This design comes from an exercise in tuning for small area on the open sky130 flow, not from production work. The RTL was checked by simulation tests, not by an equivalence proof against the original design. In runs 1 to 5, 7 and 8 the design's own scripts or RTL, not TritonCTS, make the clock network. No driver is modelled on the clock port, so clock power and skew are understated where the tree is cut down; a real chip needs a root buffer or a tree. No activity file was given, so power comes from the tool's default toggle rates.

--- flow/run.sh ---
#!/bin/bash
# The standard layout (standard.sh) with three changes:
#  - synthesis maps logic with an area-oriented ABC script (flow/synth_area.tcl);
#  - port buffers use the smallest buffer cell;
#  - the clock tree is one level of clock buffers, one per group of nearby
#    flip-flops, driven from the clock port (flow/manual_cts.tcl).
# Each tool's full output stays in orfs/logs/; make's output is in flow_make.log.
set -euo pipefail
HERE=$(pwd)
export AREA_ABC_SCRIPT="$HERE/flow/abc_area.script"
export BUFFER_PORTS_ARGS="-buffer_cell sky130_fd_sc_hd__buf_1"
export PRE_CTS_TCL="$HERE/flow/manual_cts.tcl"
export CLK_GROUPS=4
export CLK_BUF=sky130_fd_sc_hd__clkbuf_16
sed "s#SYNTH_SCRIPT=[^ ]*#SYNTH_SCRIPT=$HERE/flow/synth_area.tcl#" standard.sh > flow_standard.sh
bash flow_standard.sh > flow_make.log 2>&1
--- flow/abc_area.script ---
&get -n
&st
&syn2
&dch -f
&nf -p -R 1000 -F 8 -C 32 -E 10
&put
topo
dnsize -c
--- flow/manual_cts.tcl ---
# Hook sourced before ORFS's CTS step (PRE_CTS_TCL). It replaces
# clock_tree_synthesis with a one-level clock tree: the flip-flops are split
# into CLK_GROUPS groups by position and each group gets one clock buffer,
# placed at the group's centre and driven straight from the clock port.
proc clock_tree_synthesis {args} {
  set groups [expr {[info exists ::env(CLK_GROUPS)] ? $::env(CLK_GROUPS) : 4}]
  set cell [expr {[info exists ::env(CLK_BUF)] ? $::env(CLK_BUF) : "sky130_fd_sc_hd__clkbuf_8"}]
  set block [ord::get_db_block]
  set net [$block findNet clk]
  set sinks {}
  foreach pin [get_pins -of_objects [get_nets clk]] {
    set inst [sta::sta_to_db_inst [$pin instance]]
    set loc [$inst getLocation]
    lappend sinks [list [lindex $loc 0] [lindex $loc 1] $pin]
  }
  puts "manual CTS: [llength $sinks] sinks into $groups groups of $cell"
  # split recursively along the longer side into equal halves
  set parts [list $sinks]
  while {[llength $parts] < $groups} {
    # split the largest part
    set bi 0; set bn 0
    for {set i 0} {$i < [llength $parts]} {incr i} {
      set n [llength [lindex $parts $i]]
      if {$n > $bn} { set bn $n; set bi $i }
    }
    set p [lindex $parts $bi]
    set xs [lmap s $p {lindex $s 0}]; set ys [lmap s $p {lindex $s 1}]
    set w [expr {[tcl::mathfunc::max {*}$xs] - [tcl::mathfunc::min {*}$xs]}]
    set h [expr {[tcl::mathfunc::max {*}$ys] - [tcl::mathfunc::min {*}$ys]}]
    set k [expr {$w >= $h ? 0 : 1}]
    set p [lsort -integer -index $k $p]
    set m [expr {[llength $p] / 2}]
    set parts [lreplace $parts $bi $bi [lrange $p 0 [expr {$m-1}]] [lrange $p $m end]]
  }
  set i 0
  foreach p $parts {
    set sx 0; set sy 0
    foreach s $p { set sx [expr {$sx + [lindex $s 0]}]; set sy [expr {$sy + [lindex $s 1]}] }
    set cx [ord::dbu_to_microns [expr {$sx / [llength $p]}]]
    set cy [ord::dbu_to_microns [expr {$sy / [llength $p]}]]
    set pins [lmap s $p {lindex $s 2}]
    set r [insert_buffer -buffer_cell $cell -net clk -load_pins $pins -location [list $cx $cy] \
      -buffer_name clkbuf_manual_$i -net_name clknet_manual_$i]
    set b [sta::sta_to_db_inst $r]
    foreach it [$b getITerms] {
      set n [$it getNet]
      if {$n != "NULL"} { $n setSigType CLOCK }
    }
    puts "manual CTS: group $i, [llength $p] sinks, buffer at $cx $cy"
    incr i
  }
  # With CLK_ROOT set, one more buffer of that cell, at the centre of the
  # group buffers, drives them all, so the clock port feeds a single pin.
  if {[info exists ::env(CLK_ROOT)] && $::env(CLK_ROOT) ne ""} {
    set pins {}
    set sx 0; set sy 0
    foreach pin [get_pins -of_objects [get_nets clk]] {
      set loc [[sta::sta_to_db_inst [$pin instance]] getLocation]
      set sx [expr {$sx + [lindex $loc 0]}]; set sy [expr {$sy + [lindex $loc 1]}]
      lappend pins $pin
    }
    set cx [ord::dbu_to_microns [expr {$sx / [llength $pins]}]]
    set cy [ord::dbu_to_microns [expr {$sy / [llength $pins]}]]
    set r [insert_buffer -buffer_cell $::env(CLK_ROOT) -net clk -load_pins $pins \
      -location [list $cx $cy] -buffer_name clkbuf_manual_root -net_name clknet_manual_root]
    foreach it [[sta::sta_to_db_inst $r] getITerms] {
      set n [$it getNet]
      if {$n != "NULL"} { $n setSigType CLOCK }
    }
    puts "manual CTS: root $::env(CLK_ROOT) at $cx $cy"
  }
  $net setSigType CLOCK
}
--- flow/synth_area.tcl ---
# The standard synthesis (synth_recipe.tcl) with one change: ABC maps the
# combinational logic with an area-oriented script (flow/abc_area.script)
# instead of ORFS's speed script. Flip-flops are mapped before ABC runs, so
# the registers, their names and cell types are the standard synthesis's.
proc synth {args} { yosys synth -nofsm -noshare {*}$args }
proc abc {args} {
  set i [lsearch $args -script]
  if {$i >= 0} { lset args [expr {$i+1}] $::env(AREA_ABC_SCRIPT) }
  set j [lsearch $args -D]
  if {$j >= 0} { set args [lreplace $args $j [expr {$j+1}]] }
  yosys abc {*}$args
}
source $::env(SCRIPTS_DIR)/synth.tcl
# left out here: clear keep_hierarchy, flatten, clean up, hide names made inside functions, write 1_2_yosys.v
--- standard.sh ---
#!/bin/bash
# synth_recipe.tcl (not shown) runs the flow's synth.tcl, then flattens the netlist and writes it again
# the make line also repeats each setting of config.mk as NAME=value (left out here)
make -C /OpenROAD-flow-scripts/flow DESIGN_CONFIG=/design/flow/config.mk WORK_HOME=/design/flow/orfs CLKGATE_MAP_FILE= SYNTH_SCRIPT=/design/flow/synth_recipe.tcl "${@:-finish}"
--- config.mk ---
export PLATFORM = sky130hd
export DESIGN_NAME = uart_full_duplex_32bit
export DESIGN_NICKNAME = uart_full_duplex_32bit
export VERILOG_FILES = /design/flow/design.v
export SDC_FILE = /design/flow/constraint.sdc
export NUM_CORES = 4
export LEC_CHECK = 0
export CAP_MARGIN = 20
export CORE_MARGIN = 2
export CORE_UTILIZATION = 60
export SLEW_MARGIN = 20
--- constraint.sdc ---
create_clock -name core_clock -period 10.0 [get_ports {clk}]
set_input_delay 2.0000 -clock core_clock [delete_from_list [all_inputs] [get_ports {clk}]]
set_output_delay 2.0000 -clock core_clock [all_outputs]
set_load 0.01 [all_outputs]
--- design.v ---
`timescale 1ns / 1ps
module uart_parity_gen #(
    parameter WIDTH = 32
)(
    input  wire [WIDTH-1:0] data,
    input  wire parity_even_n,   
    output wire parity_bit
);
    wire even_parity = ^data; 
    assign parity_bit = (parity_even_n) ? ~even_parity : even_parity;
endmodule
`timescale 1ns / 1ps
module uart_baud_gen #(
    parameter CLK_FREQ = 32000000,
    parameter BAUD_RATE = 115200
)(
    input  wire clk,
    input  wire rst_n,
    output wire baud_tick
);
    localparam [8:0] JUMP  = 9'd358;
    localparam [8:0] RESET = 9'd102;    
    localparam [8:0] MASK  = 9'h17f;    
    reg [8:0] lfsr;
    assign baud_tick = (lfsr & MASK) == (JUMP & MASK);
    always @(posedge clk or negedge rst_n) begin
        if (!rst_n)
            lfsr <= RESET;
        else
            lfsr <= {lfsr[7:0], (lfsr[8] ^ lfsr[3]) & ~baud_tick};
    end
endmodule
`timescale 1ns / 1ps
module uart_tx #(
    parameter WIDTH = 32
)(
    input  wire       clk,
    input  wire       rst_n,
    input  wire       tx_start,
    input  wire [WIDTH-1:0] tx_data,
    input  wire       parity_even_n,
    input  wire       baud_tick,
    output reg        tx_line,
    output reg        tx_busy
);
    reg [WIDTH+2:1] shreg;
    reg             parity;
    wire upper_empty = ~|shreg[WIDTH+2:2];
    always @(posedge clk or negedge rst_n) begin
        if (!rst_n) begin
            tx_line <= 1'b1;
            tx_busy <= 1'b0;
        end else if (!tx_busy) begin
            tx_busy <= tx_start;
        end else if (baud_tick) begin
            tx_line <= upper_empty ? (~shreg[1] | parity) : shreg[1];
            if (upper_empty & ~shreg[1])
                tx_busy <= 1'b0;
        end
    end
    wire ld = ~tx_busy;
    wire sh = tx_busy & baud_tick;
    wire hd = tx_busy & ~baud_tick;
    always @(posedge clk) begin
        shreg  <= ({(WIDTH+2){ld}} & {1'b1, tx_data, 1'b0})
                | ({(WIDTH+2){sh}} & {1'b0, shreg[WIDTH+2:2]})
                | ({(WIDTH+2){hd}} & shreg);
        parity <= (ld & parity_even_n) | (sh & (parity ^ shreg[1])) | (hd & parity);
    end
endmodule
`timescale 1ns / 1ps
module uart_rx #(
    parameter WIDTH = 32
)(
    input  wire       clk,
    input  wire       rst_n,
    input  wire       rx_line,
    input  wire       parity_even_n,
    input  wire       rx_clear,
    output wire [WIDTH-1:0] rx_data,
    output wire       rx_ready,
    output reg        parity_error,
    output wire       framing_error
);
    localparam [8:0] JUMP  = 9'd358;
    localparam [8:0] MASK  = 9'h17f;
    localparam [8:0] START = 9'd200;    
    reg              idle;
    reg              start_chk;
    reg [8:0]        timer;
    reg [WIDTH+2:1]  shreg;              
    wire sample = (timer & MASK) == (JUMP & MASK);
    assign rx_data       = shreg[WIDTH:1];
    assign framing_error = ~shreg[WIDTH+2];
    assign rx_ready = idle & ~start_chk;
    always @(posedge clk or negedge rst_n) begin
        if (!rst_n) begin
            idle      <= 1'b1;
            start_chk <= 1'b1;
        end else begin
            if (idle)
                start_chk <= 1'b1;
            else if (sample & ~rx_line)
                start_chk <= 1'b0;
            if (idle)
                idle <= rx_line;
            else if (sample)
                idle <= start_chk ? rx_line : shreg[1];
        end
    end
    wire sh = ~idle & sample & ~start_chk;
    wire hd = ~idle & ~(sample & ~start_chk);
    always @(posedge clk) begin
        shreg <= ({(WIDTH+2){sh}} & {rx_line, shreg[WIDTH+2:2]})
               | ({(WIDTH+2){hd}} & shreg)
               | {idle, {(WIDTH+1){1'b0}}};
        if (idle) begin
            timer        <= START;
            parity_error <= 1'b0;
        end else begin
            timer <= {timer[7:0], (timer[8] ^ timer[3]) & ~sample};
            if (sample & ~start_chk & ~shreg[1])
                parity_error <= parity_error ^ rx_line ^ (shreg[2] & parity_even_n);
        end
    end
endmodule
`timescale 1ns / 1ps
module uart_full_duplex_32bit #(
    parameter CLK_FREQ = 32000000,
    parameter BAUD_RATE = 115200
)(
    input  wire        clk,
    input  wire        rst_n,
    input  wire        tx_start,
    input  wire [31:0] tx_data,
    output wire        tx_busy,
    output wire [31:0] rx_data,
    output wire        rx_ready,
    input  wire        rx_clear,
    input  wire        parity_even_n,    
    output wire        uart_tx,    
    input  wire        uart_rx,    
    output wire        parity_error,
    output wire        framing_error
);
    wire baud_tick;
    uart_baud_gen #(.CLK_FREQ(CLK_FREQ), .BAUD_RATE(BAUD_RATE)) BAUDGEN (
        .clk(clk), .rst_n(rst_n), .baud_tick(baud_tick)
    );
    uart_tx #(.WIDTH(32)) TX (
        .clk(clk), .rst_n(rst_n),
        .tx_start(tx_start), .tx_data(tx_data),
        .parity_even_n(parity_even_n),
        .baud_tick(baud_tick),
        .tx_line(uart_tx),
        .tx_busy(tx_busy)
    );
    uart_rx #(.WIDTH(32)) RX (
        .clk(clk), .rst_n(rst_n),
        .rx_line(uart_rx),
        .parity_even_n(parity_even_n),
        .rx_clear(rx_clear),
        .rx_data(rx_data),
        .rx_ready(rx_ready),
        .parity_error(parity_error),
        .framing_error(framing_error)
    );
endmodule
==> results of run 1 <==
[worst paths after layout]
check                                 from               to  slack [ns]  cells after the start
min                        BAUDGEN.lfsr[7]  BAUDGEN.lfsr[8]        0.36                      0
min reg2reg                BAUDGEN.lfsr[7]  BAUDGEN.lfsr[8]        0.36                      0
max                                RX.idle         rx_ready        6.83                      2
max reg2reg                BAUDGEN.lfsr[2]     TX.shreg[27]        7.85                      6
min in group asynchronous            rst_n  BAUDGEN.lfsr[3]        1.86                      1
max in group asynchronous            rst_n  BAUDGEN.lfsr[4]        7.71                      1
[through the flow]
stage / total power [uW] / util [%] / setup slack, ns / hold slack, ns
finish: 642 / 68.2 / 6.83 / 0.361
global route: 676 / 68.2 / 6.77 / 0.369
CTS: 620 / 68.1 / 7.00 / 0.343
detailed placement: 491 / 66.2 / 7.00 / 0.352
global placement: 489 / 66.2 / 7.02 / 0.336
floorplan: 473 / - / 7.11 / 0.331
[placed cells by master, fill, tap and decap left out, types with 2 or more instances in the layout]
cell       Yosys  layout
nor3_1         3       3
nor2_1        64      63
dfstp_2        7       7
nand2_1        3       2
or2_0          3       3
a22o_1        33      33
buf_1          0      73
nand4_1        3       3
clkbuf_16      0       4
clkinv_1       6       6
buf_4         32       4
a21oi_1        2       2
nand2b_1       3       3
dfrtp_1        6       6
xnor2_1        2       2
nor2b_1        8       7
o21ai_0        2       2
nor4_1         7       7
dfxtp_1       79      79
o22ai_1       33      33
[per-layer routing]
metal  global-route usage, %  wire (um)  up-vias
met1                    29.4       2910     1084
met4                    3.21         95        0
met2                    29.4       2510       54
li1                        -          -     1193
met5                       0          0        -
met3                    1.98        296        9
[flip-flops by register name, summed over array words and instances, names as in the netlist]
signal,flops
RX.timer,9
RX.start_chk,1
RX.idle,1
TX.parity,1
TX.tx_line,1
RX.shreg,34
TX.shreg,34
TX.tx_busy,1
BAUDGEN.lfsr,9
RX.parity_error,1
[logic make-up (layout without fill, tap and decap cells)]
logic type               count (synthesis)  after routing
AO/OA/AOI/OAI                           76             76
flip-flops                              92             92
AND/OR/NAND/NOR                        100            100
buffers and inverters                   38             87
XOR/XNOR                                 3              3
adder cells (fa/ha/maj)                  1              1
multiplexers                             2              2
[cell type report, without the clock buffers]
| type | instances | area [um2] |
|---|---|---|
| timing repair buffer | 77 | 304 |
| inverter | 6 | 22.5 |
| multi-input combinational | 182 | 1100 |
| sequential | 92 | 1920 |
| tap | 70 | 87.6 |
| fill | 429 | 1650 |
[report_power, final]
| part | internal (uW) | total (uW) | switching, uW |
|---|---|---|---|
| logic | 29.4 | 50.3 | 20.8 |
| registers | 408 | 433 | 24.2 |
| clock network | 73.0 | 159 | 86.0 |
[worst max-delay path: stages, from the launching register on]
cell	delay [ns]
dfstp_2	0.70
nor2b_1	0.17
buf_1	0.15
==> impl_metrics.yaml, run 1 <==
synth:
  synth_common_cells: "79 x dfxtp_1, 64 x nor2_1, 33 x a22o_1, 33 x o22ai_1, 32 x buf_4"
  synth_top_family_by_area: "compound AO/OA/AOI/OAI gates"
  yosys.cell_count.top_type: "dfxtp_1"
  syn_area_mm2: 0.00327
  syn_nets: 351
  yosys.area_share.simple_pct: 14.3
  synthAdderAreaFrac_pct: 0.383
  yosys_register_bits: 92
  synth_enable_flop_cells: 0
  yosys-top-cells-area: "dfxtp_1 48%, a22o_1 8.8%, buf_4 7.4%, nor2_1 7.4%, o22ai_1 6.3%"
  yosysSeqAreaShare_pct: 58.6
  yosysTopAreaCell: "dfxtp_1"
  synth_top_area_share_pct: 48.4
  avgSynthCellArea_um2: 10.5
  synth_ff_type: "dfxtp_1"
  yosysWarnings: 3
  synthMuxAreaShare_pct: 0.651
  synth-xor-area-share_pct: 0.804
  ys_types: 34
  async_flop_share_pct: 14.1
  synth_compound_area_share_pct: 17.2
  synth_cells: 312
status:
  outcome: "finished clean"
placement:
  port_buffers: 73
  placed_area_mm2: 0.00342
  place.gp.congestion: 0.757
  placed_cells: 427
  place_hpwl_um: 3910
drt:
  drcViolationCount: 0
  vias_per_cell: 5.43
  routedWlPerCell_um: 13.5
  drt_iter0_drc: 140
  drt-total-wl_um: 5820
  ant_nets: 0
  first_pass_iters: 4
  vias: 2340
die:
  initial_core_util_pct: 63.2
  die_x_um: 77.8
  dieHeight_um: 77.8
  rows: 26
  die_area_mm2: 0.00605
  core_mm2: 0.00517
  io_pins: 75
pwr:
  p_leak_uw: 0.00134
  irDropWorstVdd_uv: 116
  p_per_area_mw_per_mm2: 182
global_route:
  gr-total-overflow: 0
  grt_max_degree: 39
  grt_usage_pct: 19.0
  antenna_found_initial: 0
  grt_pass1_vias: 2120
  grt_pass1_wl_um: 9870
timing:
  drv_slew: 0
  hold_violations: 0
  slew_headroom_pct: 54.5
  max_slew.worst_pin.slew_ns: 0.683
  min_period_over_period_pct: 31.7
  fmax_mhz: 316
  finalCriticalPeriod_ns: 3.17
  worst_clock_skew_ns: 0.00461
  setup_viol: 0
  fin_tns_setup_ns: 0
  rsz0062_at_grt: "no"
cells_and_area:
  postLayoutCellArea_mm2: 0.00353
  syn2layout_area_growth_pct: 7.92
  final_cells: 431
  drive_gt1_share_pct: 4.99
  layout.nets: 402
  n_antenna_cell: 0
worst_setup_path:
  cp-end-kind: "output port"
  cp.required_ns: 8.00
  critPathKind: "register to output port"
  startpoint_type: "register"
  cp_max_fo: 15
  critPathArrivalTime_ns: 1.17
clocking:
  clk_pin_slew_worst_paths_ns: 0.08
  cts-resized-gates: 0
  cts_setup_buffers: 0
  clk-insertion-delay-late_ns: 0.15
  cts_hold_buffers: 0
run:
  maxCapViolations: 0
worst_hold_path:
  hold_path_class: "register to register"
==> inputs of run 2 (changes only) <==
--- a/design.v
+++ b/design.v
@@ -87,7 +87,9 @@
     localparam [8:0] START = 9'd200;    
     reg              idle;
     reg              start_chk;
-    reg [8:0]        timer;
+    localparam [8:0] POL = 9'b010101010;
+    reg [8:0]        timer_q;
+    wire [8:0]       timer = timer_q ^ POL;
     reg [WIDTH+2:1]  shreg;              
     wire sample = (timer & MASK) == (JUMP & MASK);
     assign rx_data       = shreg[WIDTH:1];
@@ -115,10 +117,10 @@
                | ({(WIDTH+2){hd}} & shreg)
                | {idle, {(WIDTH+1){1'b0}}};
         if (idle) begin
-            timer        <= START;
+            timer_q      <= START ^ POL;
             parity_error <= 1'b0;
         end else begin
-            timer <= {timer[7:0], (timer[8] ^ timer[3]) & ~sample};
+            timer_q <= {timer[7:0], (timer[8] ^ timer[3]) & ~sample} ^ POL;
             if (sample & ~start_chk & ~shreg[1])
                 parity_error <= parity_error ^ rx_line ^ (shreg[2] & parity_even_n);
         end
--- a/flow/run.sh
+++ b/flow/run.sh
@@ -10,7 +10,9 @@
 export AREA_ABC_SCRIPT="$HERE/flow/abc_area.script"
 export BUFFER_PORTS_ARGS="-buffer_cell sky130_fd_sc_hd__buf_1"
 export PRE_CTS_TCL="$HERE/flow/manual_cts.tcl"
-export CLK_GROUPS=4
-export CLK_BUF=sky130_fd_sc_hd__clkbuf_16
+export CLK_GROUPS=8
+export CLK_ROOT=sky130_fd_sc_hd__clkbuf_4
+export CLK_BUF=sky130_fd_sc_hd__clkbuf_4
+export CLK_SLEW_TARGET=0.12
 sed "s#SYNTH_SCRIPT=[^ ]*#SYNTH_SCRIPT=$HERE/flow/synth_area.tcl#" standard.sh > flow_standard.sh
 bash flow_standard.sh > flow_make.log 2>&1
--- a/flow/manual_cts.tcl
+++ b/flow/manual_cts.tcl
@@ -70,4 +70,33 @@
     puts "manual CTS: root $::env(CLK_ROOT) at $cx $cy"
   }
   $net setSigType CLOCK
+  # Upsize any group buffer whose flip-flops would see a clock slew above
+  # CLK_SLEW_TARGET (ns) with placement-estimated wires.
+  if {[info exists ::env(CLK_SLEW_TARGET)]} {
+    set sizes {sky130_fd_sc_hd__clkbuf_4 sky130_fd_sc_hd__clkbuf_8 sky130_fd_sc_hd__clkbuf_16}
+    set_propagated_clock [all_clocks]
+    for {set pass 0} {$pass < 3} {incr pass} {
+      estimate_parasitics -placement
+      set changed 0
+      foreach inst [get_cells clkbuf_manual_*] {
+        if {[string match *root* [get_full_name $inst]]} { continue }
+        set worst 0
+        foreach out [get_pins -of_objects $inst -filter "direction==output"] {
+          foreach p [get_pins -of_objects [get_nets -of_objects $out] -filter "direction==input"] {
+            set sl [get_property $p slew_max]
+            if {$sl > $worst} { set worst $sl }
+          }
+        }
+        set ref [get_property $inst ref_name]
+        set k [lsearch $sizes $ref]
+        if {$worst > $::env(CLK_SLEW_TARGET) && $k >= 0 && $k < 2} {
+          replace_cell $inst [lindex $sizes [expr {$k+1}]]
+          puts "manual CTS: [get_full_name $inst] slew $worst, $ref -> [lindex $sizes [expr {$k+1}]]"
+          set changed 1
+        }
+      }
+      if {!$changed} { break }
+    }
+    unset_propagated_clock [all_clocks]
+  }
 }
--- a/config.mk
+++ b/config.mk
@@ -5,7 +5,8 @@
 export SDC_FILE = /design/flow/constraint.sdc
 export NUM_CORES = 4
 export LEC_CHECK = 0
-export CAP_MARGIN = 20
+export CAP_MARGIN = 0
 export CORE_MARGIN = 2
 export CORE_UTILIZATION = 60
-export SLEW_MARGIN = 20
+export GPL_TIMING_DRIVEN = 0
+export SLEW_MARGIN = 0
==> run 2 against run 1 <==
Net effect:
- global-route usage up 1.3 points
- via count up 6.6%
- die area decreased by 0.59%
- routed wire length increased by 4.0%
- critical path depth down 1
- highest routed layer unchanged
==> impl_metrics.yaml, run 2 <==
placement:
  port_buffers: 73
  place.gp.congestion: 0.746
  place_hpwl_um: 4120
  placed_area_mm2: 0.00367
  placed_cells: 461
die:
  rows: 26
  dieHeight_um: 77.6
  die_x_um: 77.6
  core_mm2: 0.00517
  initial_core_util_pct: 62.8
  die_area_mm2: 0.00602
  io_pins: 75
drt:
  vias: 2494
  first_pass_iters: 4
  ant_nets: 0
  drt_iter0_drc: 92
  drt-total-wl_um: 6050
  drcViolationCount: 0
  routedWlPerCell_um: 12.9
  vias_per_cell: 5.31
timing:
  max_slew.worst_pin.slew_ns: 1.23
  hold_violations: 0
  setup_viol: 0
  hold-worst-slack_ns: 0.356
  slew_headroom_pct: 17.8
  drv_slew: 0
  finalCriticalPeriod_ns: 3.76
  worst_clock_skew_ns: 0.0173
  rsz0062_at_grt: "no"
  fmax_mhz: 266
  min_period_over_period_pct: 37.6
  fin_tns_setup_ns: 0
worst_setup_path:
  regToRegEndpoint: "TX.tx_busy"
  cp-end-kind: "output port"
  critPathArrivalTime_ns: 1.76
  rrSetupSlack_ns: 7.01
  path_delay_family: "flip-flops"
  crit_buf_inv: 1
  critPathKind: "register to output port"
  critPathSlowestCell: "dfrtp_1"
  cp.required_ns: 8.00
  r2r_cells: 2
  r2r_start: "TX.tx_busy"
  path_cells: "buf_1"
  cp_max_fo: 38
  slowest_delay_ns: 1.13
  startpoint_type: "register"
clocking:
  cts_setup_buffers: 0
  clk-insertion-delay-late_ns: 0.41
  cts-resized-gates: 0
  clk_pin_slew_worst_paths_ns: 0.12
  cts_hold_buffers: 0
cells_and_area:
  n_antenna_cell: 0
  final_cell_mix: "79 x dfxtp_1, 73 x buf_1, 72 x nor2_1"
  layout.nets: 441
  syn2layout_area_growth_pct: 15.0
  reg_top3: "RX.shreg: 34 flops, TX.shreg: 34 flops"
  postLayoutCellArea_mm2: 0.00373
  final_cells: 470
  drive_gt1_share_pct: 13.3
  final_common_cell: "dfxtp_1"
  fillCellCount: 414
global_route:
  grt_pass1_wl_um: 10500
  grt_usage_pct: 20.3
  grt_max_degree: 39
  grt_pass1_vias: 2405
  gr-total-overflow: 0
  antenna_found_initial: 0
synth:
  async_flop_share_pct: 14.1
  synth_ff_type: "dfxtp_1"
  yosysSeqAreaShare_pct: 59.0
  syn_area_mm2: 0.00325
  syn_nets: 354
  avgSynthCellArea_um2: 10.3
  yosys-top-cells-area: "dfxtp_1 49%, a22o_1 8.9%, nor2_1 8.4%, buf_4 7.4%, o22ai_1 6.4%"
  synth_top_area_share_pct: 48.7
  yosys_register_bits: 92
  yosysWarnings: 3
  synth_cells: 315
  yosys.cell_count.top_type: "dfxtp_1"
  synth_common_cells: "79 x dfxtp_1, 73 x nor2_1, 33 x a22o_1, 33 x o22ai_1, 32 x buf_4"
  yosysTopAreaCell: "dfxtp_1"
  synth_enable_flop_cells: 0
  ys_types: 28
worst_hold_path:
  min_path_cells: 0
  min-delay-start: "BAUDGEN.lfsr[5]"
  min_to: "BAUDGEN.lfsr[6]"
  hold_path_class: "register to register"
pwr:
  p_leak_uw: 0.00151
  p_per_area_mw_per_mm2: 166
  irDropWorstVdd_uv: 166
  finalPower_uw: 621
status:
  outcome: "finished clean"
run:
  maxCapViolations: 0
## run 2: changes by cell type after synthesis, sizes merged, moves of 2 or more
cell    delta
nand2b     +3
nor4       +2
nor2       +9
or2        -3
nor2b      -6
nand2      +3
## run 2: layout make-up, without the clock buffers
class                   instances  area, um2  share of cell area [%]
flip-flops and latches         92       1920                    51.3
repair buffers                 76        324                    8.68
well taps                      70       87.6                    2.35
plain buffers                  32        240                    6.43
multi-input cells             185       1080                    28.8
inverters                       6       22.5                   0.603
## run 2: worst max-delay path by stage
stage / depth (start not counted) / start / endpoint
floorplan: 5 / RX.timer_q[3] / RX.shreg[34]
global placement: 5 / RX.timer_q[3] / RX.shreg[34]
detailed placement: 1 / TX.tx_busy / tx_busy
CTS: 1 / TX.tx_busy / tx_busy
global route: 1 / TX.tx_busy / tx_busy
finish: 1 / TX.tx_busy / tx_busy
## run 2: through the flow
stage | setup WS [ns] | util (%)
5_1_grt | 6.07 | 72.2
2_1_floorplan | 6.99 | -
3_5_place_dp | 6.66 | 70.9
4_1_cts | 6.69 | 72.2
6_report | 6.24 | 72.2
3_3_place_gp | 5.96 | 69.8
## run 2: worst register-to-register path: stages (launching register included)
cell	delay, ns
dfrtp_1	1.13
nand2_1	1.09
o32a_1	0.67
## run 2: report_power, final
part / internal, uW / total (uW) / switching, uW
logic: 24.3 / 45.7 / 21.4
clock network: 42.1 / 141 / 99.4
registers: 408 / 433 / 25.5
total: 474 / 621 / 146
## run 2: kinds of logic (layout without fill, tap and decap cells)
group / count (synthesis) / in the layout / share of synthesized area [%]
flops: 92 / 92 / 59.0
xor+xnor: 3 / 3 / 0.809
fa+ha+maj: 1 / 1 / 0.385
simple gates: 105 / 105 / 14.2
mux: 2 / 2 / 0.655
buf+inv: 38 / 123 / 8.09
compound gates: 74 / 74 / 16.9
## run 2: routing by layer
layer / share of wire, % / up-vias / GRT usage [%]
met5: 0 / - / 0
met4: 1.1 / 0 / 2.86
met3: 5.9 / 6 / 3.14
met2: 47 / 60 / 36.3
met1: 46 / 1151 / 26.6
li1: - / 1277 / -
==> inputs of run 3 (changes only) <==
--- a/config.mk
+++ b/config.mk
@@ -5,8 +5,8 @@
 export SDC_FILE = /design/flow/constraint.sdc
 export NUM_CORES = 4
 export LEC_CHECK = 0
-export CAP_MARGIN = 0
+export CAP_MARGIN = 20
 export CORE_MARGIN = 2
 export CORE_UTILIZATION = 60
 export GPL_TIMING_DRIVEN = 0
-export SLEW_MARGIN = 0
+export SLEW_MARGIN = 20
==> run 3 against run 2 <==
Net effect:
- final area decreased by 0.27%
- global-route usage shrank 0.29 points
- synthesized cell count is the same
- sequential share of layout area up 0.17 points
- routed wire length decreased by 0.28%
- flip-flop and latch count did not move
- sequential power about the same
- via count down 0.60%
- worst setup slack gained 0.32 ns
- die area unchanged
- hold slack better by 0.0088 ns
- largest cell class unchanged
- highest routed layer unchanged
==> impl_metrics.yaml, run 3 <==
clocking:
  cts-resized-gates: 0
  cts_setup_buffers: 0
  clk_pin_slew_worst_paths_ns: 0.11
  clk-insertion-delay-late_ns: 0.41
  cts_hold_buffers: 0
timing:
  worst_clock_skew_ns: 0.0350
  fmax_mhz: 291
  min_period_over_period_pct: 34.4
  max_slew.worst_pin.slew_ns: 0.730
  rsz0062_at_grt: "no"
  finalCriticalPeriod_ns: 3.44
  drv_slew: 0
  setup_viol: 0
  hold-worst-slack_ns: 0.364
  layout_setup_ws_ns: 6.56
  hold_violations: 0
  slew_headroom_pct: 51.2
  fin_tns_setup_ns: 0
drt:
  first_pass_iters: 5
  vias: 2479
  drt_iter0_drc: 95
  ant_nets: 0
  drt-total-wl_um: 6030
  vias_per_cell: 5.27
  drcViolationCount: 0
  routedWlPerCell_um: 12.8
worst_setup_path:
  cp-end-kind: "output port"
  critPathKind: "register to output port"
  startpoint_type: "register"
  cp.required_ns: 8.00
  critPathArrivalTime_ns: 1.44
  cp_max_fo: 15
synth:
  yosys_register_bits: 92
  async_flop_share_pct: 14.1
  yosysSeqAreaShare_pct: 59.0
  yosys.cell_count.top_type: "dfxtp_1"
  synth_enable_flop_cells: 0
  syn_nets: 354
  avgSynthCellArea_um2: 10.3
  synth_ff_type: "dfxtp_1"
  yosys-top-cells-area: "dfxtp_1 49%, a22o_1 8.9%, nor2_1 8.4%, buf_4 7.4%, o22ai_1 6.4%"
  yosysWarnings: 3
  ys_types: 28
  synth_common_cells: "79 x dfxtp_1, 73 x nor2_1, 33 x a22o_1, 33 x o22ai_1, 32 x buf_4"
  synth_top_area_share_pct: 48.7
  syn_area_mm2: 0.00325
  yosysTopAreaCell: "dfxtp_1"
  synth_cells: 315
die:
  rows: 26
  initial_core_util_pct: 62.8
  die_area_mm2: 0.00602
  io_pins: 75
  dieHeight_um: 77.6
  die_x_um: 77.6
  core_mm2: 0.00517
pwr:
  power_frac_seq_pct: 69.3
  p_comb_share_pct: 7.2
  p_int_uw: 478
  p_leak_uw: 0.00150
  clock_power_share_pct: 23.5
  p_per_area_mw_per_mm2: 168
  p_switching_uw: 148
  irDropWorstVdd_uv: 179
  switching_share_pct: 23.7
global_route:
  grt_pass1_wl_um: 10400
  antenna_found_initial: 0
  gr-total-overflow: 0
  grt_max_degree: 39
  grt_usage_pct: 20.0
  grt_pass1_vias: 2308
placement:
  placed_cells: 461
  place_hpwl_um: 4010
  port_buffers: 73
  pre_cts_ws_ns: 6.65
  place.gp.congestion: 0.746
cells_and_area:
  reg_top3: "RX.shreg: 34 flops, TX.shreg: 34 flops"
  syn2layout_area_growth_pct: 14.7
  final_cells: 470
  drive_gt1_share_pct: 14.0
  n_antenna_cell: 0
  layout.nets: 441
  final_common_cell: "dfxtp_1"
  final_cell_mix: "79 x dfxtp_1, 73 x buf_1, 72 x nor2_1"
run:
  maxCapViolations: 0
worst_hold_path:
  hold_path_class: "register to register"
status:
  outcome: "finished clean"
[run 3: per-layer routing]
metal | up-vias | routed length, um | global-route usage [%]
li1 | 1274 | - | -
met3 | 6 | 319 | 2.56
met5 | - | 0 | 0
met1 | 1134 | 2860 | 26.9
met2 | 65 | 2780 | 35.2
met4 | 0 | 71 | 3.39
[run 3: path summary, 6_finish.rpt]
kind	from	to	slack [ns]	depth (start not counted)
setup / recovery	RX.idle	rx_ready	6.56	2
hold / removal	BAUDGEN.lfsr[7]	BAUDGEN.lfsr[8]	0.36	0
setup reg to reg	BAUDGEN.lfsr[6]	TX.tx_busy	7.67	4
hold reg to reg	BAUDGEN.lfsr[7]	BAUDGEN.lfsr[8]	0.36	0
max in group asynchronous	rst_n	TX.tx_busy	7.96	1
min in group asynchronous	rst_n	BAUDGEN.lfsr[4]	1.58	1
[run 3: through the flow]
step / area (um2) / utilization, % / power (uW)
floorplan: 3250 / - / 468
global placement: 3610 / 69.8 / 483
detailed placement: 3650 / 70.5 / 487
CTS: 3720 / 71.9 / 598
global route: 3720 / 72.0 / 660
finish: 3720 / 72.0 / 626
[run 3: layout make-up, without the clock buffers]
cell class	count	area (um2)
fillers	418	1450
multi-input cells	185	1090
repair buffers	76	297
plain buffers	32	240
inverters	6	22.5
flip-flops and latches	92	1920
well taps	70	87.6
[run 3: worst max-delay path, cell delays in order, from the launching register on]
cell     delay [ns]
dfstp_2        0.71
nor2b_1        0.16
buf_1          0.15
[run 3: cell families after synthesis]
| kind of cell | after synthesis | synth area share (%) |
|---|---|---|
| XOR/XNOR | 3 | 0.809 |
| multiplexers | 2 | 0.655 |
| adder cells (fa/ha/maj) | 1 | 0.385 |
| flip-flops | 92 | 59.0 |
| buffers and inverters | 38 | 8.09 |
| AO/OA/AOI/OAI | 74 | 16.9 |
| AND/OR/NAND/NOR | 105 | 14.2 |
[run 3: power by group through the flow]
stage          Combinational (uW)  Clock, uW  Sequential (uW)
2_1_floorplan                33.0          0              435
3_3_place_gp                 42.5          0              440
3_5_place_dp                 45.1          0              442
4_1_cts                      46.0        110              443
5_1_grt                      52.5        168              440
6_report                     45.1        147              434
==> inputs of run 4 (changes only) <==
--- a/config.mk
+++ b/config.mk
@@ -7,6 +7,5 @@
 export LEC_CHECK = 0
 export CAP_MARGIN = 20
 export CORE_MARGIN = 2
-export CORE_UTILIZATION = 60
-export GPL_TIMING_DRIVEN = 0
+export CORE_UTILIZATION = 75
 export SLEW_MARGIN = 20
==> run 4 against run 3 <==
Net effect:
- final area fell by 7.3%
- flip-flop and latch count did not move
- area after synthesis did not move
- hold slack improved by 0.0015 ns
- global-route usage rose by 3.3 points
- core utilization rose by 12 points
- cell count fell by 11%
- synthesized cell count did not move
- sequential share of layout area rose by 4.0 points
- sequential power barely moved
- clock power fell by 4%
==> impl_metrics.yaml, run 4 <==
status:
  outcome: "finished clean"
worst_setup_path:
  cp_max_fo: 15
  critPathKind: "register to output port"
  slowest_delay_ns: 0.69
  cp-end-kind: "output port"
  cp.required_ns: 8.00
  startpoint_type: "register"
  critPathSlowestCell: "dfstp_2"
  critPathArrivalTime_ns: 1.41
  path_cells: "nor2b_1 > buf_1"
run:
  maxCapViolations: 0
pwr:
  irDropWorstVdd_uv: 166
  p_per_area_mw_per_mm2: 180
  p_leak_uw: 0.00133
timing:
  min_period_over_period_pct: 34.1
  hold_violations: 0
  max_slew.worst_pin.slew_ns: 0.676
  slew_headroom_pct: 54.9
  setup_viol: 0
  rsz0062_at_grt: "no"
  drv_slew: 0
  worst_clock_skew_ns: 0.0128
  fmax_mhz: 293
  finalCriticalPeriod_ns: 3.41
  layout_setup_ws_ns: 6.59
  fin_tns_setup_ns: 0
  hold-worst-slack_ns: 0.366
cells_and_area:
  reg_top3: "RX.shreg: 34 flops, TX.shreg: 34 flops"
  fillCellCount: 245
  drive_gt1_share_pct: 6.23
  final_cells: 419
  final_core_util_pct: 84.5
  n_antenna_cell: 0
  syn2layout_area_growth_pct: 6.28
  layout.nets: 410
  final_common_cell: "dfxtp_1"
  final_cell_mix: "79 x dfxtp_1, 73 x buf_1, 72 x nor2_1"
synth:
  yosys.cell_count.top_type: "dfxtp_1"
  synthMuxAreaShare_pct: 0.655
  synth_top_family_by_area: "compound AO/OA/AOI/OAI gates"
  yosysTopAreaCell: "dfxtp_1"
  yosysWarnings: 3
  avgSynthCellArea_um2: 10.3
  syn_area_mm2: 0.00325
  yosys.area_share.simple_pct: 14.2
  synth_cells: 315
  async_flop_share_pct: 14.1
  syn_nets: 354
  synth_enable_flop_cells: 0
  synth_ff_type: "dfxtp_1"
  synth_top_area_share_pct: 48.7
  yosys-top-cells-area: "dfxtp_1 49%, a22o_1 8.9%, nor2_1 8.4%, buf_4 7.4%, o22ai_1 6.4%"
  yosys_register_bits: 92
  synthAdderAreaFrac_pct: 0.385
  synth-xor-area-share_pct: 0.809
  synth_common_cells: "79 x dfxtp_1, 73 x nor2_1, 33 x a22o_1, 33 x o22ai_1, 32 x buf_4"
  yosysSeqAreaShare_pct: 59.0
  synth_compound_area_share_pct: 16.9
  ys_types: 28
global_route:
  grt_usage_pct: 23.3
  grt_pass1_vias: 2304
  grt_max_degree: 38
  antenna_found_initial: 0
  grt_pass1_wl_um: 9800
  gr-total-overflow: 0
die:
  die_x_um: 69.8
  core_mm2: 0.00409
  dieHeight_um: 69.8
  io_pins: 75
  die_area_mm2: 0.00487
  rows: 23
  initial_core_util_pct: 79.5
drt:
  routedWlPerCell_um: 13.7
  drt-total-wl_um: 5720
  first_pass_iters: 5
  drt_iter0_drc: 153
  vias: 2403
  vias_per_cell: 5.74
  drcViolationCount: 0
  ant_nets: 0
clocking:
  clk_pin_slew_worst_paths_ns: 0.11
  cts_setup_buffers: 0
  cts-resized-gates: 0
  clk-insertion-delay-late_ns: 0.42
  cts_hold_buffers: 0
placement:
  place_hpwl_um: 3870
  port_buffers: 73
  placed_cells: 410
  pre_cts_ws_ns: 7.03
  place.gp.congestion: 0.819
worst_hold_path:
  hold_path_class: "register to register"
[run 4: final timing paths]
check,slack [ns],startpoint,endpoint,cells after the start
max,6.59,RX.idle,rx_ready,2
min,0.37,BAUDGEN.lfsr[7],BAUDGEN.lfsr[8],0
max reg2reg,7.72,BAUDGEN.lfsr[6],TX.tx_busy,4
min reg2reg,0.37,BAUDGEN.lfsr[7],BAUDGEN.lfsr[8],0
max in group asynchronous,7.99,rst_n,BAUDGEN.lfsr[0],1
min in group asynchronous,1.58,rst_n,BAUDGEN.lfsr[7],1
[run 4: area by class of cell, without the clock buffers]
class                      count  area [um2]  share of cell area (%)
sequential                    92        1920                    55.5
multi-input combinational    185        1080                    31.3
inverter                       6        22.5                   0.652
timing repair buffer          77         304                    8.81
tap                           50        62.6                    1.81
[run 4: cells by family after synthesis]
family,after synthesis
buffers and inverters,38
XOR/XNOR,3
multiplexers,2
AO/OA/AOI/OAI,74
AND/OR/NAND/NOR,105
adder cells (fa/ha/maj),1
flip-flops,92
[run 4: report_power, final]
part	total (uW)	internal (uW)	switching [uW]
Clock	141	42.0	98.8
Sequential	434	408	26.1
Combinational	45.0	23.8	21.2
Total	620	474	146
[run 4: routing by layer]
layer | up-vias | track usage [%] | part of all wire (%)
met3 | 8 | 3.05 | 6.5
met1 | 1106 | 31.7 | 46
li1 | 1211 | - | -
met4 | 0 | 5.56 | 1.6
met2 | 78 | 39.7 | 46
met5 | - | 0 | 0
[run 4: worst max-delay path: cells and delay by family, from the launching register on]
family,cells,cell delay [ns]
DFF,1,0.69
and+or+nand+nor,1,0.16
buffers and inverters,1,0.15
[run 4: metrics by stage]
| stage | area, um2 | power [uW] |
|---|---|---|
| floorplan | 3250 | 468 |
| CTS | 3450 | 593 |
| detailed placement | 3380 | 488 |
| finish | 3450 | 620 |
| global route | 3450 | 653 |
| global placement | 3380 | 483 |
==> inputs of run 5 (changes only) <==
--- a/config.mk
+++ b/config.mk
@@ -7,5 +7,5 @@
 export LEC_CHECK = 0
 export CAP_MARGIN = 20
 export CORE_MARGIN = 2
-export CORE_UTILIZATION = 75
+export CORE_UTILIZATION = 45
 export SLEW_MARGIN = 20
==> run 5 against run 4 <==
Net effect:
- global-route usage down 8.2 points
- via count down 1.8%
- core utilization down 33 points
- sequential share of layout area down 1.2 points
- combinational power about the same
- power up 2.1%
- synthesized cell count unchanged
- clock power up 9.9%
- final area up 2.2%
- maximum frequency down 0.51%
- cell count up 11%
- critical path depth unchanged
- largest power group unchanged
- highest routed layer unchanged
==> impl_metrics.yaml, run 5 <==
synth:
  yosysSeqAreaShare_pct: 59.0
  async_flop_share_pct: 14.1
  yosys.cell_count.top_type: "dfxtp_1"
  synth_top_area_share_pct: 48.7
  yosys_register_bits: 92
  synth_common_cells: "79 x dfxtp_1, 73 x nor2_1, 33 x a22o_1, 33 x o22ai_1, 32 x buf_4"
  syn_nets: 354
  avgSynthCellArea_um2: 10.3
  yosys-top-cells-area: "dfxtp_1 49%, a22o_1 8.9%, nor2_1 8.4%, buf_4 7.4%, o22ai_1 6.4%"
  synth_cells: 315
  ys_types: 28
  synth_ff_type: "dfxtp_1"
  synth_enable_flop_cells: 0
  yosysWarnings: 3
  syn_area_mm2: 0.00325
  yosysTopAreaCell: "dfxtp_1"
pwr:
  irDropWorstVdd_uv: 84.2
  p_leak_uw: 0.00133
  p_per_area_mw_per_mm2: 179
worst_setup_path:
  regToRegEndpoint: "TX.shreg[17]"
  rrSetupSlack_ns: 7.70
  cp-end-kind: "output port"
  startpoint_type: "register"
  critPathArrivalTime_ns: 1.43
  critPathKind: "register to output port"
  cp_max_fo: 15
  r2r_cells: 6
  cp.required_ns: 8.00
  r2r_start: "BAUDGEN.lfsr[6]"
clocking:
  clk_pin_slew_worst_paths_ns: 0.11
  cts-resized-gates: 0
  cts_setup_buffers: 0
  cts_hold_buffers: 0
  clk-insertion-delay-late_ns: 0.42
global_route:
  use_met2_pct: 25.2
  gr-usage-met3_pct: 2.12
  grt_pass1_vias: 2194
  grt_usage_pct: 15.1
  grt_use_met1_pct: 21.3
  antenna_found_initial: 0
  grt_pass1_wl_um: 10000
  grt_most_used_layer: "met2"
  grt_max_degree: 38
  gr-total-overflow: 0
timing:
  fin_tns_setup_ns: 0
  slew_headroom_pct: 56.1
  setup_viol: 0
  worst_clock_skew_ns: 0.0337
  rsz0062_at_grt: "no"
  min_period_over_period_pct: 34.3
  drv_slew: 0
  max_slew.worst_pin.slew_ns: 0.658
  fmax_mhz: 292
  finalCriticalPeriod_ns: 3.43
  hold_violations: 0
placement:
  port_buffers: 73
  place.gp.congestion: 0.684
  place_hpwl_um: 4110
  placed_area_mm2: 0.00345
cells_and_area:
  postLayoutCellArea_mm2: 0.00353
  layout.nets: 411
  final_cell_mix: "79 x dfxtp_1, 73 x buf_1, 72 x nor2_1"
  n_antenna_cell: 0
  drive_gt1_share_pct: 6.22
  final_common_cell: "dfxtp_1"
  reg_top3: "RX.shreg: 34 flops, TX.shreg: 34 flops"
  syn2layout_area_growth_pct: 8.59
die:
  io_pins: 75
  core_mm2: 0.00691
  die_area_mm2: 0.00791
  rows: 30
  dieHeight_um: 89.0
  die_x_um: 89.0
  initial_core_util_pct: 47.0
drt:
  drt-total-wl_um: 6170
  drt_iter0_drc: 72
  routedWlPerCell_um: 13.2
  drcViolationCount: 0
  first_pass_iters: 4
  ant_nets: 0
  vias: 2360
  vias_per_cell: 5.06
worst_hold_path:
  min_path_cells: 0
  min-delay-start: "BAUDGEN.lfsr[7]"
  hold_path_class: "register to register"
  min_to: "BAUDGEN.lfsr[8]"
run:
  maxCapViolations: 0
status:
  outcome: "finished clean"
## run 5: cell counts after synthesis
Identical to the previous run, type by type.
## run 5: how the worst max path moves through the flow
stage / from / cells past startpoint / endpoint / slack, ns
after floorplan: RX.timer_q[3] / 5 / RX.shreg[34] / 6.99
after global placement: uart_rx / 6 / RX.parity_error / 7.01
after detailed placement: uart_rx / 6 / RX.parity_error / 7.00
after CTS: uart_rx / 6 / RX.parity_error / 6.98
after global routing: RX.idle / 2 / rx_ready / 6.45
final: RX.idle / 2 / rx_ready / 6.57
## run 5: layout make-up, without the clock buffers
cell class / instances / area [um2]
Sequential cell: 92 / 1920
Inverter: 6 / 22.5
Tap cell: 96 / 120
Timing Repair Buffer: 78 / 312
Fill cell: 683 / 3380
Multi-Input combinational cell: 185 / 1080
## run 5: cells by family (layout without fill, tap and decap cells)
group           after synthesis  count (layout)  synth area share [%]
buf+inv                      38              93                  8.09
mux                           2               2                 0.655
flops                        92              92                  59.0
simple gates                105             105                  14.2
fa+ha+maj                     1               1                 0.385
compound gates               74              74                  16.9
xor+xnor                      3               3                 0.809
## run 5: power by group
| group | switching [uW] | internal (uW) | total, uW | leakage, uW |
|---|---|---|---|---|
| logic | 20.9 | 23.8 | 44.7 | 0.000485 |
| registers | 25.9 | 408 | 434 | 0.000803 |
| clock network | 104 | 50.4 | 155 | 0.0000466 |
| total | 151 | 482 | 633 | 0.00133 |
## run 5: metal layers
metal	wire length, um	vias up	share of wire [%]
met3	398	10	6.4
met4	118	0	1.9
met1	2910	1080	47
met5	0	-	0
met2	2750	58	45
li1	-	1212	-
## run 5: metrics by stage
stage / util [%] / setup WS (ns) / instances / hold slack [ns] / power, uW
floorplan: - / 6.99 / 315 / 0.331 / 468
global placement: 49.9 / 7.01 / 457 / 0.335 / 484
detailed placement: 49.9 / 7.00 / 457 / 0.336 / 487
CTS: 51.1 / 6.98 / 466 / 0.347 / 603
global route: 51.1 / 6.45 / 466 / 0.384 / 668
finish: 51.1 / 6.57 / 466 / 0.368 / 633
## run 5: worst max-delay path: stages (launching register included)
cell and delay, ns:
dfstp_2 0.69, nor2b_1 0.16, buf_1 0.16
==> inputs of run 6 (changes only) <==
--- a/config.mk
+++ b/config.mk
@@ -7,5 +7,5 @@
 export LEC_CHECK = 0
 export CAP_MARGIN = 20
 export CORE_MARGIN = 2
-export CORE_UTILIZATION = 45
+export CORE_UTILIZATION = 90
 export SLEW_MARGIN = 20
==> run 6 against run 5 <==
Net effect:
- the run now fails in global placement without I/O
- synthesized cell count is the same
- area after synthesis is the same
==> impl_metrics.yaml, run 6 <==
synth:
  yosys-top-cells-area: "dfxtp_1 49%, a22o_1 8.9%, nor2_1 8.4%, buf_4 7.4%, o22ai_1 6.4%"
  syn_nets: 354
  synth_ff_type: "dfxtp_1"
  ys_types: 28
  synth_top_area_share_pct: 48.7
  synth_cells: 315
  syn_area_mm2: 0.00325
  avgSynthCellArea_um2: 10.3
  synth_enable_flop_cells: 0
  yosysTopAreaCell: "dfxtp_1"
  async_flop_share_pct: 14.1
  synth_common_cells: "79 x dfxtp_1, 73 x nor2_1, 33 x a22o_1, 33 x o22ai_1, 32 x buf_4"
  yosysSeqAreaShare_pct: 59.0
  yosysWarnings: 3
  yosys_register_bits: 92
  yosys.cell_count.top_type: "dfxtp_1"
die:
  die_x_um: 64.1
  initial_core_util_pct: 95.8
  dieHeight_um: 64.1
  rows: 21
status:
  lastStage: "global placement without I/O"
  error: "[ERROR GPL-0301] Utilization 105.232 % exceeds 100%."
  outcome: "stopped before the end"
[run 6: cell counts after synthesis]
Identical to the previous run, type by type.
[run 6: cells by family after synthesis]
family	after synthesis	synth area share [%]
XOR/XNOR	3	0.809
buffers and inverters	38	8.09
multiplexers	2	0.655
AO/OA/AOI/OAI	74	16.9
AND/OR/NAND/NOR	105	14.2
flip-flops	92	59.0
adder cells (fa/ha/maj)	1	0.385
==> inputs of run 7 (changes only) <==
--- a/config.mk
+++ b/config.mk
@@ -7,5 +7,5 @@
 export LEC_CHECK = 0
 export CAP_MARGIN = 20
 export CORE_MARGIN = 2
-export CORE_UTILIZATION = 90
+export CORE_UTILIZATION = 60
 export SLEW_MARGIN = 20
==> run 7 against run 6 <==
Net effect:
- now clean on timing, DRC and antenna
- synthesized cell count is the same
- area after synthesis is the same
==> impl_metrics.yaml, run 7 <==
status:
  outcome: "finished clean"
placement:
  pre_cts_ws_ns: 7.02
  port_buffers: 73
  place.gp.congestion: 0.761
  place_hpwl_um: 3900
synth:
  synth_top_area_share_pct: 48.7
  synth_cells: 315
  yosys.cell_count.top_type: "dfxtp_1"
  syn_area_mm2: 0.00325
  avgSynthCellArea_um2: 10.3
  yosys.area_share.simple_pct: 14.2
  synth_ff_type: "dfxtp_1"
  synth_compound_area_share_pct: 16.9
  ys_types: 28
  yosys_register_bits: 92
  syn_nets: 354
  synthAdderAreaFrac_pct: 0.385
  synth-xor-area-share_pct: 0.809
  async_flop_share_pct: 14.1
  synthMuxAreaShare_pct: 0.655
  yosysWarnings: 3
  synth_common_cells: "79 x dfxtp_1, 73 x nor2_1, 33 x a22o_1, 33 x o22ai_1, 32 x buf_4"
  synth_top_family_by_area: "compound AO/OA/AOI/OAI gates"
  synth_enable_flop_cells: 0
  yosys-top-cells-area: "dfxtp_1 49%, a22o_1 8.9%, nor2_1 8.4%, buf_4 7.4%, o22ai_1 6.4%"
  yosysSeqAreaShare_pct: 59.0
  yosysTopAreaCell: "dfxtp_1"
die:
  rows: 26
  core_mm2: 0.00517
  die_area_mm2: 0.00602
  initial_core_util_pct: 62.8
  die_x_um: 77.6
  dieHeight_um: 77.6
  io_pins: 75
worst_hold_path:
  min-delay-start: "BAUDGEN.lfsr[1]"
  hold_path_class: "register to register"
  min_path_cells: 0
pwr:
  switching_share_pct: 23.9
  p_per_area_mw_per_mm2: 180
  p_int_uw: 478
  p_leak_uw: 0.00134
  power_frac_seq_pct: 69.0
  clock_power_share_pct: 23.5
  p_comb_share_pct: 7.5
  p_switching_uw: 150
  irDropWorstVdd_uv: 174
timing:
  max_slew.worst_pin.slew_ns: 0.735
  setup_viol: 0
  drv_slew: 0
  rsz0062_at_grt: "no"
  finalCriticalPeriod_ns: 3.41
  fin_tns_setup_ns: 0
  layout_setup_ws_ns: 6.59
  fmax_mhz: 293
  hold_violations: 0
  min_period_over_period_pct: 34.1
  worst_clock_skew_ns: 0.0307
  slew_headroom_pct: 50.9
cells_and_area:
  n_antenna_cell: 0
  fillCellCount: 435
  drive_gt1_share_pct: 6.22
  final_cell_mix: "79 x dfxtp_1, 73 x buf_1, 72 x nor2_1"
  multi_input_area_mm2: 0.00108
  final-seq-area_mm2: 0.00192
  final_common_cell: "dfxtp_1"
  syn2layout_area_growth_pct: 7.63
  reg_top3: "RX.shreg: 34 flops, TX.shreg: 34 flops"
  layout.nets: 411
clocking:
  clk-insertion-delay-late_ns: 0.41
  clk_pin_slew_worst_paths_ns: 0.12
  cts-resized-gates: 0
  cts_setup_buffers: 0
  cts_hold_buffers: 0
global_route:
  grt_usage_pct: 19.6
  grt_pass1_wl_um: 10100
  grt_use_met1_pct: 29.1
  grt_max_degree: 39
  gr-total-overflow: 0
  use_met2_pct: 31.0
  grt_most_used_layer: "met2"
  antenna_found_initial: 0
  gr-usage-met3_pct: 2.33
  grt_pass1_vias: 2147
worst_setup_path:
  cp_max_fo: 15
  startpoint_type: "register"
  cp-end-kind: "output port"
  cp.required_ns: 8.00
  r2r_start: "BAUDGEN.lfsr[6]"
  critPathArrivalTime_ns: 1.41
  r2r_cells: 6
  critPathKind: "register to output port"
  crit_start: "RX.idle"
drt:
  drcViolationCount: 0
  drt-total-wl_um: 5960
  first_pass_iters: 4
  drt_iter0_drc: 97
  vias_per_cell: 5.48
  ant_nets: 0
  routedWlPerCell_um: 13.5
  vias: 2413
run:
  maxCapViolations: 0
==> run 7: cell counts after synthesis <==
No cell type changed its count.
==> run 7: final timing paths <==
kind	end	slack [ns]
max	rx_ready	6.59
min	BAUDGEN.lfsr[2]	0.36
max reg2reg	TX.shreg[17]	7.64
min reg2reg	BAUDGEN.lfsr[2]	0.36
max in group asynchronous	BAUDGEN.lfsr[3]	7.99
min in group asynchronous	BAUDGEN.lfsr[4]	1.58
==> run 7: layer usage <==
| layer | wire length (um) | part of all wire [%] |
|---|---|---|
| met1 | 2880 | 48 |
| met2 | 2700 | 45 |
| met3 | 256 | 4.3 |
| met4 | 119 | 2.0 |
| met5 | 0 | 0 |
==> run 7: layout make-up, without the clock buffers <==
class	count	area share, %
inverter	6	0.644
multi-input combinational	185	30.8
sequential	92	54.8
tap	70	2.51
timing repair buffer	78	9.13
==> run 7: kinds of logic after synthesis <==
family	Yosys count
simple gates	105
fa+ha+maj	1
xor+xnor	3
flops	92
compound gates	74
buf+inv	38
mux	2
==> run 7: stage by stage <==
step	cell area, um2	utilization, %	power [uW]	instances	hold slack, ns
after floorplan	3250	-	468	315	0.331
after global routing	3500	67.6	662	440	0.373
after CTS	3500	67.6	599	440	0.351
after detailed placement	3420	66.2	487	431	0.342
final	3500	67.6	628	440	0.365
after global placement	3410	65.9	483	430	0.339
==> run 7: worst max-delay path, stage by stage, from the launching register on <==
cell and delay, ns:
dfstp_2 0.70, nor2b_1 0.16, buf_1 0.15
==> run 7: power by group through the flow <==
| stage | sequential, uW | combinational, uW | clock (uW) |
|---|---|---|---|
| 3_5_place_dp | 442 | 45.1 | 0 |
| 3_3_place_gp | 441 | 42.8 | 0 |
| 2_1_floorplan | 435 | 33.0 | 0 |
| 4_1_cts | 442 | 47.4 | 110 |
| 5_1_grt | 440 | 54.4 | 168 |
| 6_report | 434 | 46.9 | 148 |
==> inputs of run 8 (changes only) <==
--- a/flow/manual_cts.tcl
+++ b/flow/manual_cts.tcl
@@ -76,6 +76,8 @@
     set sizes {sky130_fd_sc_hd__clkbuf_4 sky130_fd_sc_hd__clkbuf_8 sky130_fd_sc_hd__clkbuf_16}
     set_propagated_clock [all_clocks]
     for {set pass 0} {$pass < 3} {incr pass} {
+      # measure with the buffers where legalisation puts them
+      detailed_placement
       estimate_parasitics -placement
       set changed 0
       foreach inst [get_cells clkbuf_manual_*] {
--- a/config.mk
+++ b/config.mk
@@ -7,5 +7,5 @@
 export LEC_CHECK = 0
 export CAP_MARGIN = 20
 export CORE_MARGIN = 2
-export CORE_UTILIZATION = 60
+export CORE_UTILIZATION = 75
 export SLEW_MARGIN = 20
==> run 8 against run 7 <==
Net effect:
- clock power is 5% lower
- flip-flop and latch count stayed put
- worst setup slack worse by 0.0012 ns
- maximum frequency hardly changed
- final area is 1.3% lower
- cell count is 4.8% lower
- clock skew is 0.018 ns lower
- area after synthesis stayed put
- global-route usage is 3.7 points higher
- routed wire length is 4.0% lower
- die area is 19% lower
- sequential power hardly changed
- largest power group unchanged
- highest routed layer unchanged
==> impl_metrics.yaml, run 8 <==
timing:
  hold_violations: 0
  worst_clock_skew_ns: 0.0128
  setup_viol: 0
  max_slew.worst_pin.slew_ns: 0.676
  finalCriticalPeriod_ns: 3.41
  fin_tns_setup_ns: 0
  fmax_mhz: 293
  drv_slew: 0
  rsz0062_at_grt: "no"
  hold-worst-slack_ns: 0.366
  slew_headroom_pct: 54.9
  min_period_over_period_pct: 34.1
die:
  dieHeight_um: 69.8
  die_x_um: 69.8
  die_area_mm2: 0.00487
  initial_core_util_pct: 79.5
  core_mm2: 0.00409
  io_pins: 75
  rows: 23
cells_and_area:
  reg_top3: "RX.shreg: 34 flops, TX.shreg: 34 flops"
  final_common_cell: "dfxtp_1"
  layout.nets: 410
  drive_gt1_share_pct: 6.23
  postLayoutCellArea_mm2: 0.00345
  n_antenna_cell: 0
  fillCellCount: 245
  final_core_util_pct: 84.5
  syn2layout_area_growth_pct: 6.28
  final_cell_mix: "79 x dfxtp_1, 73 x buf_1, 72 x nor2_1"
  final-seq-area_mm2: 0.00192
  multi_input_area_mm2: 0.00108
placement:
  place_hpwl_um: 3870
  place.gp.congestion: 0.819
  port_buffers: 73
  placed_area_mm2: 0.00338
synth:
  yosys_register_bits: 92
  yosysSeqAreaShare_pct: 59.0
  syn_area_mm2: 0.00325
  synth_enable_flop_cells: 0
  synth_top_family_by_area: "compound AO/OA/AOI/OAI gates"
  yosysWarnings: 3
  yosysTopAreaCell: "dfxtp_1"
  synthMuxAreaShare_pct: 0.655
  yosys.cell_count.top_type: "dfxtp_1"
  synth_top_area_share_pct: 48.7
  synth_compound_area_share_pct: 16.9
  yosys-top-cells-area: "dfxtp_1 49%, a22o_1 8.9%, nor2_1 8.4%, buf_4 7.4%, o22ai_1 6.4%"
  synthAdderAreaFrac_pct: 0.385
  syn_nets: 354
  synth-xor-area-share_pct: 0.809
  async_flop_share_pct: 14.1
  synth_common_cells: "79 x dfxtp_1, 73 x nor2_1, 33 x a22o_1, 33 x o22ai_1, 32 x buf_4"
  synth_cells: 315
  avgSynthCellArea_um2: 10.3
  ys_types: 28
  synth_ff_type: "dfxtp_1"
  yosys.area_share.simple_pct: 14.2
drt:
  ant_nets: 0
  first_pass_iters: 5
  routedWlPerCell_um: 13.7
  vias: 2403
  drt-total-wl_um: 5720
  drcViolationCount: 0
  drt_iter0_drc: 153
  vias_per_cell: 5.74
worst_setup_path:
  r2r_start: "BAUDGEN.lfsr[6]"
  cp.required_ns: 8.00
  cp-end-kind: "output port"
  path_cells: "nor2b_1 > buf_1"
  path_delay_family: "flip-flops"
  cp_num_cells: 2
  critPathArrivalTime_ns: 1.41
  r2r_cells: 4
  startpoint_type: "register"
  cp_max_fo: 15
  crit_buf_inv: 1
  regToRegEndpoint: "TX.tx_busy"
  slowest_delay_ns: 0.69
  rrSetupSlack_ns: 7.72
  critPathKind: "register to output port"
  critPathSlowestCell: "dfstp_2"
global_route:
  gr-total-overflow: 0
  grt_max_degree: 38
  grt_pass1_vias: 2304
  grt_pass1_wl_um: 9800
  grt_usage_pct: 23.3
  antenna_found_initial: 0
worst_hold_path:
  min_path_cells: 0
  min_to: "BAUDGEN.lfsr[8]"
  min-delay-start: "BAUDGEN.lfsr[7]"
  hold_path_class: "register to register"
clocking:
  cts_hold_buffers: 0
  cts_setup_buffers: 0
  clk-insertion-delay-late_ns: 0.42
  cts-resized-gates: 0
  clk_pin_slew_worst_paths_ns: 0.11
pwr:
  switching_share_pct: 23.6
  p_switching_uw: 146
  irDropWorstVdd_uv: 166
  clock_power_share_pct: 22.7
  p_int_uw: 474
  p_per_area_mw_per_mm2: 180
  p_leak_uw: 0.00133
  p_comb_share_pct: 7.3
  power_frac_seq_pct: 70.0
status:
  outcome: "finished clean"
run:
  maxCapViolations: 0
==> run 8: cell count changes in the layout (fill, tap and decap cells not counted) <==
cell      delta
buf_8        -1
clkbuf_4     +1
clkbuf_8     -1
nand2_1      -1
nand2_2      +1
==> run 8: worst max path at each step <==
stage                  start            to
2_1_floorplan  RX.timer_q[3]  RX.shreg[34]
3_3_place_gp         RX.idle      rx_ready
3_5_place_dp         RX.idle      rx_ready
4_1_cts              RX.idle      rx_ready
5_1_grt              RX.idle      rx_ready
6_report             RX.idle      rx_ready
==> run 8: layout make-up, without the clock buffers <==
class                           instances  area share [%]
Multi-Input combinational cell        185            31.3
Sequential cell                        92            55.5
Inverter                                6           0.652
Timing Repair Buffer                   77            8.81
Tap cell                               50            1.81
==> run 8: routing by layer <==
layer  vias to the layer above  wire length (um)  part of all wire, %  GRT usage (%)
met2                        78              2630                   46           39.7
met5                         -                 0                    0              0
met1                      1106              2630                   46           31.7
met4                         0                93                  1.6           5.56
met3                         8               374                  6.5           3.05
li1                       1211                 -                    -              -
==> run 8: logic make-up (layout without fill, tap and decap cells) <==
family | after synthesis | in the layout
buf+inv | 38 | 92
fa+ha+maj | 1 | 1
xor+xnor | 3 | 3
mux | 2 | 2
flops | 92 | 92
compound gates | 74 | 74
simple gates | 105 | 105
==> run 8: per-stage QoR <==
stage | setup WS, ns | std cells | power [uW]
global placement | 7.03 | 410 | 483
finish | 6.59 | 419 | 620
detailed placement | 7.03 | 410 | 488
global route | 6.51 | 419 | 653
floorplan | 6.99 | 315 | 468
CTS | 7.03 | 419 | 593
==> run 8: power groups by stage <==
stage | logic (uW) | registers, uW | clock network (uW)
6_report | 45.0 | 434 | 141
5_1_grt | 53.0 | 440 | 159
4_1_cts | 45.7 | 443 | 105
3_5_place_dp | 45.6 | 442 | 0
3_3_place_gp | 42.4 | 440 | 0
2_1_floorplan | 33.0 | 435 | 0

## what the ideal ports hide
The flow's constraints put no driver on any port. The routed layouts listed below were extracted and timed again, unchanged, in two steps. Step 1: set_driving_cell puts a clkbuf_16 on clk and a buf_2 on each other input, an assumption about the parent block. Step 2 adds t to the input delays and takes it off the output delays; t is the mean of the earliest and latest rising clock arrival at the registers after step 1. Input paths then give back, and output paths get back, about the clock's delay inside the block. Three values: ideal, step 1, step 2; two values: the first two.
run	shift t [ns]	slack for setup (ns)	hold WS [ns]	worst setup path at the end
run 1	0.222	6.834 / 6.760 / 6.982	0.361 / 0.361 / 0.361	register to output
run 2	0.422	6.241 / 6.215 / 6.637	0.356 / 0.356 / 0.356	register to output
run 3	0.423	6.564 / 6.536 / 6.959	0.364 / 0.364 / 0.364	register to output
run 4	0.435	6.588 / 6.562 / 6.997	0.366 / 0.366 / 0.366	register to output
run 5	0.431	6.570 / 6.545 / 6.976	0.368 / 0.368 / 0.368	register to output
run 7	0.422	6.589 / 6.565 / 6.987	0.365 / 0.365 / 0.365	register to output
run 8	0.435	6.588 / 6.562 / 6.997	0.366 / 0.366 / 0.366	register to output
After both steps setup and hold are still met in every run listed.
